Context: an optimization exercise on an open-source flow, tuned for small area. The choices shown serve that exercise and are no tape-out recipe.
The RTL was checked by simulation tests, not by an equivalence proof against the original design.

==> inputs of run F <==
==> flow/design.v <==
`timescale 1ns / 1ps
module block_controller(
	input clk,
	input bright,
	input rst,
	input left, input right, input p2left, input p2right,
	input two_player,
	input ack,
	input [9:0] hCount, vCount,
	output [11:0] rgb,
	output reg [15:0] score,
	output [15:0] p2score,
	output reg [15:0] highscore
   );
	localparam INI = 2'b00, START = 2'b01, DONE = 2'b10, TWO = 2'b11;
	function [10:0] sub10;
		input [9:0] a, b;
		integer i; reg br;
		begin
			br = 1'b0;
			for (i = 0; i < 10; i = i + 1) begin
				sub10[i] = a[i] ^ b[i] ^ br;
				br = (~a[i] & b[i]) | (~(a[i] ^ b[i]) & br);
			end
			sub10[10] = br;
		end
	endfunction
	function [10:0] addc10;
		input [9:0] a, b;
		input cin;
		integer i; reg c;
		begin
			c = cin;
			for (i = 0; i < 10; i = i + 1) begin
				addc10[i] = a[i] ^ b[i] ^ c;
				c = (a[i] & b[i]) | ((a[i] ^ b[i]) & c);
			end
			addc10[10] = c;
		end
	endfunction
	function [9:0] add10;
		input [9:0] a, b;
		integer i; reg c;
		begin
			c = 1'b0;
			for (i = 0; i < 10; i = i + 1) begin
				add10[i] = a[i] ^ b[i] ^ c;
				c = (a[i] & b[i]) | ((a[i] ^ b[i]) & c);
			end
		end
	endfunction
	function le10;
		input [9:0] a, k;
		integer i; reg r;
		begin
			r = 1'b1;
			for (i = 0; i < 10; i = i + 1)
				r = (~a[i] & k[i]) | (~(a[i] ^ k[i]) & r);
			le10 = r;
		end
	endfunction
	function gt16;
		input [15:0] a, b;
		integer i; reg r;
		begin
			r = 1'b0;
			for (i = 0; i < 16; i = i + 1)
				r = (a[i] & ~b[i]) | (~(a[i] ^ b[i]) & r);
			gt16 = r;
		end
	endfunction
	function [8:0] step9;
		input [8:0] p;
		input en, down;
		integer i; reg t;
		begin
			t = en;
			for (i = 0; i < 9; i = i + 1) begin
				step9[i] = p[i] ^ t;
				t = t & (p[i] ^ down);
			end
		end
	endfunction
	function [15:0] inc16;
		input [15:0] s;
		input en;
		integer i; reg t;
		begin
			t = en;
			for (i = 0; i < 16; i = i + 1) begin
				inc16[i] = s[i] ^ t;
				t = t & s[i];
			end
		end
	endfunction
	reg [1:0] game_state;
	reg [9:0] nx, ny;           
	reg [8:0] p1, p2;           
	reg nbg_r, nbg_b;           
	reg dx_s, dy_s;             
	reg [1:0] dm;
	reg [3:0] debounce;
	assign p2score = 16'd0;
	wire in_ini   = game_state == INI;
	wire in_start = game_state == START;
	wire in_two   = game_state == TWO;
	wire in_done  = game_state == DONE;
	wire in_play  = game_state[0];
	wire v_p1 = ~le10(vCount, 10'd449) & le10(vCount, 10'd460);
	wire v_p2 = ~le10(vCount, 10'd89)  & le10(vCount, 10'd100);
	wire [8:0] npr_sel = ~(vCount[8] ? p1 : p2);
	wire [10:0] hq = addc10({1'b0, hCount[9:1]}, {1'b1, npr_sel}, 1'b1);    
	wire h_pad = ~hq[9] & ~|hq[8:5] & le10({5'd0, hq[4:0]}, 10'd25) & (hCount[0] | |hq[4:0]);
	wire paddle  = v_p1 & h_pad;
	wire paddle2 = v_p2 & h_pad & in_two;
	wire [10:0] ch = addc10(hCount, nx, 1'b1);    
	wire [10:0] cv = addc10(vCount, ny, 1'b1);    
	wire [10:0] bh = {~ch[10], ch[9:0]};
	wire [10:0] bv = {~cv[10], cv[9:0]};
	wire h_in = bh[10] ? &bh[9:2] : (~|bh[9:3] & ~(bh[2] & (bh[1] | bh[0])));
	wire v_in = bv[10] ? &bv[9:2] : (~|bv[9:3] & ~(bv[2] & (bv[1] | bv[0])));
	wire [2:0] ah = {bh[10] ? ~(bh[1] | bh[0]) : bh[2], bh[1] ^ (bh[10] & bh[0]), bh[0]};
	wire [2:0] av = {bv[10] ? ~(bv[1] | bv[0]) : bv[2], bv[1] ^ (bv[10] & bv[0]), bv[0]};
	wire xge2 = ~&nx[9:1];
	wire xge4 = ~&nx[9:2];
	wire xge3 = ~(&nx[9:2] & (nx[1] | nx[0]));
	reg shape;
	always @(*) begin
		case (av)
			3'd0, 3'd1: shape = xge4;
			3'd2: shape = ~(ah[2] & ~ah[1] & ~ah[0]) & xge3;
			3'd3: shape = ~ah[2] & ~(ah[1] & ah[0]) & xge2;
			default: shape = ah == 3'd0;
		endcase
	end
	wire ball = h_in & v_in & shape;
	wire r = paddle | (~paddle2 & ~ball & ~nbg_r);
	wire g = ~paddle & (paddle2 | ~ball);
	wire b = ~paddle & ~paddle2 & (ball | ~nbg_b);
	assign rgb = bright ? {{4{r}}, {4{g}}, {4{b}}} : 12'd0;
	wire db_ok = ~|debounce[3:1];                 
	wire db_b1 = ~debounce[0] & ~db_ok;
	wire db_b2 = db_b1 & ~debounce[1];
	wire db_b3 = db_b2 & ~debounce[2];
	wire [3:0] db_dec = {debounce[3] ^ db_b3, debounce[2] ^ db_b2, debounce[1] ^ db_b1,
	                     debounce[0] ^ (debounce[0] | ~db_ok)};
	wire x0    = ~nx[0];
	wire top   = in_start & ~le10(ny, 10'd981);       
	wire wall  = ~le10(nx, 10'd872) | le10(nx, 10'd244);   
	wire zone1 = le10(ny, 10'd578);                   
	wire zone2 = in_two & ~le10(ny, 10'd917);         
	wire [8:0] pg_sel = zone1 ? p1 : p2;
	wire [10:0] gf = addc10({1'b0, pg_sel}, {1'b1, nx[9:1]}, 1'b1);
	wire f_zero = ~|gf[8:0];
	wire [4:0] gq5 = ~gf[4:0] + 5'd1;
	wire on_pad = (f_zero & x0) | (gf[9] & &gf[8:5] & le10({5'd0, gq5}, 10'd25));
	wire hit  = (zone1 | zone2) & on_pad;
	wire miss = (zone1 | zone2) & ~on_pad;
	wire bump = db_ok & ~top & ~wall;             
	wire [9:0] u = {4'd0, gq5, x0};
	wire r0 = le10(u, 10'd10);       
	wire r1 = le10(u, 10'd20);       
	wire r2 = le10(u, 10'd31);       
	wire r3 = le10(u, 10'd41);       
	wire nx_s = r1;
	wire [1:0] n_dm = {r0 | ~r3 | (r2 & ~r1), (r1 & ~r0) | (r3 & ~r2) | (r2 & ~r1)};
	wire [1:0] dx_m = {dm[1] & ~dm[0], dm[0] & ~dm[1]};
	wire dy_m = &dm;
	wire [9:0] ndxv = {{8{~dx_s & |dx_m}}, dx_m[1] | (~dx_s & dx_m[0]), dx_m[0]};
	wire [9:0] ndyv = {{8{~dy_s}}, dy_m | ~dy_s, ~dy_m};
	wire p1_up = right & le10({1'b0, p1}, 10'd371);
	wire p1_dn = ~right & left & ~le10({1'b0, p1}, 10'd71);
	wire p2_up = p2right & le10({1'b0, p2}, 10'd371);
	wire p2_dn = ~p2right & p2left & ~le10({1'b0, p2}, 10'd71);
	always @(posedge clk, posedge rst) begin
		if (rst) begin
			game_state <= INI;
			nbg_r <= 1'b0; nbg_b <= 1'b0;
			score <= 16'd0;
			highscore <= 16'd0;
			dx_s <= 1'b0; dy_s <= 1'b0; dm <= 2'd0;
		end else begin
			case (game_state)
			INI: begin
				game_state <= two_player ? TWO : START;
				score <= 16'd0;
			end
			DONE: begin
				if (gt16(score, highscore)) highscore <= score;
				if (ack) game_state <= INI;
			end
			default: begin
				if (miss) game_state <= DONE;
				if (hit) begin
					dx_s <= nx_s; dy_s <= zone1; dm <= n_dm;
				end else begin
					if (top & db_ok) dy_s <= ~dy_s;
					if (wall & db_ok & ~top) dx_s <= ~dx_s;
				end
				if (hit & bump) begin
					score <= inc16(score, 1'b1);
					if (in_start) begin
						nbg_r <= ~nbg_r; nbg_b <= nbg_r;
					end else begin
						nbg_r <= zone1; nbg_b <= ~zone1;
					end
				end
			end
			endcase
		end
	end
	always @(posedge clk) begin
		if (in_ini) begin
			nx <= ~10'd450;
			ny <= ~10'd150;
			p1 <= 9'd212;
			p2 <= 9'd212;
			debounce <= 4'd0;
		end else begin
			if (in_play) begin
				nx <= add10(nx, ndxv);
				ny <= add10(ny, ndyv);
				if (top | wall | hit) debounce <= 4'd10;
				else debounce <= db_dec;
				p1 <= step9(p1, p1_up | p1_dn, p1_dn);
			end
			p2 <= step9(p2, p2_up | p2_dn, p2_dn);
		end
	end
endmodule
==> flow/flow/run.sh <==
#!/bin/bash
# Own layout flow: the standard flow (standard.sh) with these changes to how the layout is made:
#  - after the standard synthesis, the logic between the registers is re-mapped by ABC for area
#    (remap.tcl, area.abc); registers keep the standard synthesis's names and cell types,
#  - the buffers that ABC inserted during synthesis are removed at floorplan,
#  - every input and output port still gets its own buffer, but a sky130_fd_sc_hd__buf_1,
#  - CTS builds the tree from a few clock buffers and adds no dummy loads,
#  - the constant outputs share one tie cell.
# Each step's full output goes to a log file of its own in this folder.
set -euo pipefail
RES=orfs/results/$FLOW_PLATFORM/block_controller/base
bash standard.sh synth > log_synth.txt 2>&1
cp $RES/1_2_yosys.v $RES/1_2_yosys.std.v
export REMAP_DONT_USE="$(grep -o -- '-dont_use [A-Za-z0-9_]*' orfs/logs/$FLOW_PLATFORM/block_controller/base/1_2_yosys.log | awk '{print $2}' | sort -u | tr '\n' ' ')"
yosys -c flow/remap.tcl > log_remap.txt 2>&1
touch $RES/1_2_yosys.v
bash standard.sh \
  REMOVE_ABC_BUFFERS=1 \
  "BUFFER_PORTS_ARGS=-buffer_cell sky130_fd_sc_hd__buf_1" \
  "CTS_ARGS=-sink_clustering_enable -repair_clock_nets -dont_use_dummy_load -buf_list sky130_fd_sc_hd__clkbuf_8" \
  SKIP_REPAIR_TIE_FANOUT=1 \
  finish > log_layout.txt 2>&1
==> flow/flow/area.abc <==
strash
&get -n
&deepsyn -T 60
&put
dch -f
amap
topo
==> flow/flow/remap.tcl <==
# Re-map the combinational logic of the standard synthesis netlist for area.
# The registers (instance names, cell types and connections) are left exactly as the standard
# synthesis made them; only the logic between them is re-mapped by ABC with an area script.
yosys -import
set lib $::env(FLOW_HOME)/platforms/$::env(FLOW_PLATFORM)/lib/sky130_fd_sc_hd__tt_025C_1v80.lib
set res orfs/results/$::env(FLOW_PLATFORM)/block_controller/base
set dont_use {}
foreach c $::env(REMAP_DONT_USE) { lappend dont_use -dont_use $c }
read_liberty -ignore_miss_func -ignore_miss_dir $lib
read_verilog $res/1_2_yosys.std.v
hierarchy -top $::env(FLOW_TOP)
setattr -mod -set keep_hierarchy 1 sky130_fd_sc_hd__df* sky130_fd_sc_hd__edf* sky130_fd_sc_hd__sdf*
flatten
opt -purge
abc -liberty $lib -script flow/area.abc {*}$dont_use
opt_clean -purge
hilomap -singleton -hicell sky130_fd_sc_hd__conb_1 HI -locell sky130_fd_sc_hd__conb_1 LO
opt_clean -purge
stat -liberty $lib
select $::env(FLOW_TOP)
write_verilog -noattr -noexpr -nohex -nodec -selected $res/1_2_yosys.v
==> flow/standard.sh <==
#!/bin/bash
# synth_recipe.tcl (not shown) runs the flow's synth.tcl, then flattens the netlist and writes it again
# the make line also repeats each setting of config.mk as NAME=value (left out here)
make -C /OpenROAD-flow-scripts/flow DESIGN_CONFIG=/design/flow/config.mk WORK_HOME=/design/flow/orfs CLKGATE_MAP_FILE= SYNTH_SCRIPT=/design/flow/synth_recipe.tcl "${@:-finish}"
==> flow/config.mk <==
export PLATFORM = sky130hd
export DESIGN_NAME = block_controller
export DESIGN_NICKNAME = block_controller
export VERILOG_FILES = /design/flow/design.v
export SDC_FILE = /design/flow/constraint.sdc
export NUM_CORES = 4
export LEC_CHECK = 0
export CAP_MARGIN = 20
export CORE_MARGIN = 2
export CORE_UTILIZATION = 60
export SLEW_MARGIN = 20
==> flow/constraint.sdc <==
create_clock -name core_clock -period 10.0 [get_ports {clk}]
set_input_delay 2.0000 -clock core_clock [delete_from_list [all_inputs] [get_ports {clk}]]
set_output_delay 2.0000 -clock core_clock [all_outputs]
set_load 0.01 [all_outputs]
==> run E: changes against run F <==
--- a/flow/design.v
+++ b/flow/design.v
@@ -27,15 +27,2 @@
 	endfunction
-	function [10:0] addc10;
-		input [9:0] a, b;
-		input cin;
-		integer i; reg c;
-		begin
-			c = cin;
-			for (i = 0; i < 10; i = i + 1) begin
-				addc10[i] = a[i] ^ b[i] ^ c;
-				c = (a[i] & b[i]) | ((a[i] ^ b[i]) & c);
-			end
-			addc10[10] = c;
-		end
-	endfunction
 	function [9:0] add10;
@@ -96,7 +83,8 @@
 	reg [1:0] game_state;
-	reg [9:0] nx, ny;           
+	reg [9:0] xpos, ypos;
 	reg [8:0] p1, p2;           
 	reg nbg_r, nbg_b;           
-	reg dx_s, dy_s;             
-	reg [1:0] dm;
+	reg dx_s;                   
+	reg [1:0] dx_m;
+	reg dy_s, dy_m;             
 	reg [3:0] debounce;
@@ -110,11 +98,9 @@
 	wire v_p2 = ~le10(vCount, 10'd89)  & le10(vCount, 10'd100);
-	wire [8:0] npr_sel = ~(vCount[8] ? p1 : p2);
-	wire [10:0] hq = addc10({1'b0, hCount[9:1]}, {1'b1, npr_sel}, 1'b1);    
-	wire h_pad = ~hq[9] & ~|hq[8:5] & le10({5'd0, hq[4:0]}, 10'd25) & (hCount[0] | |hq[4:0]);
+	wire [8:0] pr_sel = vCount[8] ? p1 : p2;
+	wire [10:0] hq = sub10({1'b0, hCount[9:1]}, {1'b0, pr_sel});    
+	wire h_pad = ~hq[10] & ~|hq[9:5] & le10({5'd0, hq[4:0]}, 10'd25) & (hCount[0] | |hq[4:0]);
 	wire paddle  = v_p1 & h_pad;
 	wire paddle2 = v_p2 & h_pad & in_two;
-	wire [10:0] ch = addc10(hCount, nx, 1'b1);    
-	wire [10:0] cv = addc10(vCount, ny, 1'b1);    
-	wire [10:0] bh = {~ch[10], ch[9:0]};
-	wire [10:0] bv = {~cv[10], cv[9:0]};
+	wire [10:0] bh = sub10(hCount, xpos);
+	wire [10:0] bv = sub10(vCount, ypos);
 	wire h_in = bh[10] ? &bh[9:2] : (~|bh[9:3] & ~(bh[2] & (bh[1] | bh[0])));
@@ -123,5 +109,5 @@
 	wire [2:0] av = {bv[10] ? ~(bv[1] | bv[0]) : bv[2], bv[1] ^ (bv[10] & bv[0]), bv[0]};
-	wire xge2 = ~&nx[9:1];
-	wire xge4 = ~&nx[9:2];
-	wire xge3 = ~(&nx[9:2] & (nx[1] | nx[0]));
+	wire xge2 = |xpos[9:1];
+	wire xge4 = |xpos[9:2];
+	wire xge3 = xge4 | (xpos[1] & xpos[0]);
 	reg shape;
@@ -146,12 +132,9 @@
 	                     debounce[0] ^ (debounce[0] | ~db_ok)};
-	wire x0    = ~nx[0];
-	wire top   = in_start & ~le10(ny, 10'd981);       
-	wire wall  = ~le10(nx, 10'd872) | le10(nx, 10'd244);   
-	wire zone1 = le10(ny, 10'd578);                   
-	wire zone2 = in_two & ~le10(ny, 10'd917);         
+	wire top   = in_start & le10(ypos, 10'd41);
+	wire wall  = le10(xpos, 10'd150) | ~le10(xpos, 10'd778);
+	wire zone1 = ~le10(ypos, 10'd444);
+	wire zone2 = in_two & le10(ypos, 10'd105);
 	wire [8:0] pg_sel = zone1 ? p1 : p2;
-	wire [10:0] gf = addc10({1'b0, pg_sel}, {1'b1, nx[9:1]}, 1'b1);
-	wire f_zero = ~|gf[8:0];
-	wire [4:0] gq5 = ~gf[4:0] + 5'd1;
-	wire on_pad = (f_zero & x0) | (gf[9] & &gf[8:5] & le10({5'd0, gq5}, 10'd25));
+	wire [10:0] gq = sub10({1'b0, xpos[9:1]}, {1'b0, pg_sel});      
+	wire on_pad = ~gq[10] & ~|gq[9:5] & le10({5'd0, gq[4:0]}, 10'd25) & (xpos[0] | |gq[4:0]);
 	wire hit  = (zone1 | zone2) & on_pad;
@@ -159,3 +142,3 @@
 	wire bump = db_ok & ~top & ~wall;             
-	wire [9:0] u = {4'd0, gq5, x0};
+	wire [9:0] u = {4'd0, gq[4:0], xpos[0]};
 	wire r0 = le10(u, 10'd10);       
@@ -165,7 +148,6 @@
 	wire nx_s = r1;
-	wire [1:0] n_dm = {r0 | ~r3 | (r2 & ~r1), (r1 & ~r0) | (r3 & ~r2) | (r2 & ~r1)};
-	wire [1:0] dx_m = {dm[1] & ~dm[0], dm[0] & ~dm[1]};
-	wire dy_m = &dm;
-	wire [9:0] ndxv = {{8{~dx_s & |dx_m}}, dx_m[1] | (~dx_s & dx_m[0]), dx_m[0]};
-	wire [9:0] ndyv = {{8{~dy_s}}, dy_m | ~dy_s, ~dy_m};
+	wire [1:0] nx_m = {r0 | ~r3, r1 & ~r0 | r3 & ~r2};
+	wire ny_m = r2 & ~r1;
+	wire [9:0] dxv = {{8{dx_s & |dx_m}}, dx_m[1] | (dx_s & dx_m[0]), dx_m[0]};
+	wire [9:0] dyv = {{8{dy_s}}, dy_m | dy_s, ~dy_m};
 	wire p1_up = right & le10({1'b0, p1}, 10'd371);
@@ -180,3 +162,4 @@
 			highscore <= 16'd0;
-			dx_s <= 1'b0; dy_s <= 1'b0; dm <= 2'd0;
+			dx_s <= 1'b0; dx_m <= 2'd0;
+			dy_s <= 1'b0; dy_m <= 1'b0;
 		end else begin
@@ -194,3 +177,4 @@
 				if (hit) begin
-					dx_s <= nx_s; dy_s <= zone1; dm <= n_dm;
+					dx_s <= nx_s; dx_m <= nx_m;
+					dy_s <= zone1; dy_m <= ny_m;
 				end else begin
@@ -213,4 +197,4 @@
 		if (in_ini) begin
-			nx <= ~10'd450;
-			ny <= ~10'd150;
+			xpos <= 10'd450;
+			ypos <= 10'd150;
 			p1 <= 9'd212;
@@ -220,4 +204,4 @@
 			if (in_play) begin
-				nx <= add10(nx, ndxv);
-				ny <= add10(ny, ndyv);
+				xpos <= add10(xpos, dxv);
+				ypos <= add10(ypos, dyv);
 				if (top | wall | hit) debounce <= 4'd10;
==> flow/run.sh (new file) <==
#!/bin/bash
# synth_recipe.tcl (not shown) runs the flow's synth.tcl, then flattens the netlist and writes it again
# the make line also repeats each setting of config.mk as NAME=value (left out here)
make -C /OpenROAD-flow-scripts/flow DESIGN_CONFIG=/design/flow/config.mk WORK_HOME=/design/flow/orfs CLKGATE_MAP_FILE= SYNTH_SCRIPT=/design/flow/synth_recipe.tcl finish
--- a/flow/config.mk
+++ b/flow/config.mk
@@ -9,3 +9,3 @@
 export CORE_MARGIN = 2
-export CORE_UTILIZATION = 60
+export CORE_UTILIZATION = 40
 export SLEW_MARGIN = 20
removed: flow/flow/run.sh
removed: flow/flow/area.abc
removed: flow/flow/remap.tcl
removed: flow/standard.sh
==> results.toml <==
[power_and_ir_drop]
p_sw_share_pct = 45.4

[placed_design]
dp_hpwl_um = 13600

[status]
status = "timing/DRC/antenna clean"

[worst_setup_path]
arrival_ns = 7.74
cp_cell_sequence = "clkdlybuf4s50_1, inv_1, ha_1, inv_1, fa_2, fa_2, fa_2, fa_2, fa_1, fa_1, fa_2, fa_1, fa_1, or4b_1, a211oi_2, o221ai_2, nor4b_2, o2bb2ai_2, buf_2"

[synth]
avgSynthCellArea_um2 = 9.19

[finish]
final_nets = 923

[cts]
cts_resized = 18
That was run E.
==> results.toml <==
[status]
status = "timing/DRC/antenna clean"

[worst_setup_path]
cp_cell_sequence = "buf_1, clkinv_1, o22ai_1, o22ai_1, or4_1, a2111oi_0, o221a_1, a31oi_1, nor4_1, clkinv_1, a2111oi_0, buf_1"

[finish]
final_nets = 897

[cts]
cts_resized = 0
That was run F.

==> re-timing with driven ports <==
The flow's constraints put no driver on any port. The routed layouts listed below were extracted and timed again, unchanged, in two steps.
Step 1 assumes that a clkbuf_16 drives the clock port and a buf_2 every other input.
Step 2 adds t to the input delays and takes it off the output delays; t is the mean of the earliest and latest rising clock arrival at the registers after step 1. Input paths then give back, and output paths get back, about the clock's delay inside the block.
Three values: no drivers, after step 1, after step 2; two values: the first two.
| run | t, ns | setup WS [ns] | slew at the worst register clock pin (ns) |
|---|---|---|---|
| run F | 0.379 | 1.895 / 1.851 / 1.851 | 0.09 / 0.09 |
| run E | 0.387 | 0.261 / 0.241 / 0.241 | 0.07 / 0.07 |
After both steps setup and hold are still met in every run listed. For run F, which loses most, drivers alone change the setup slack by -0.044 ns; drivers and shift together by -0.044 ns.
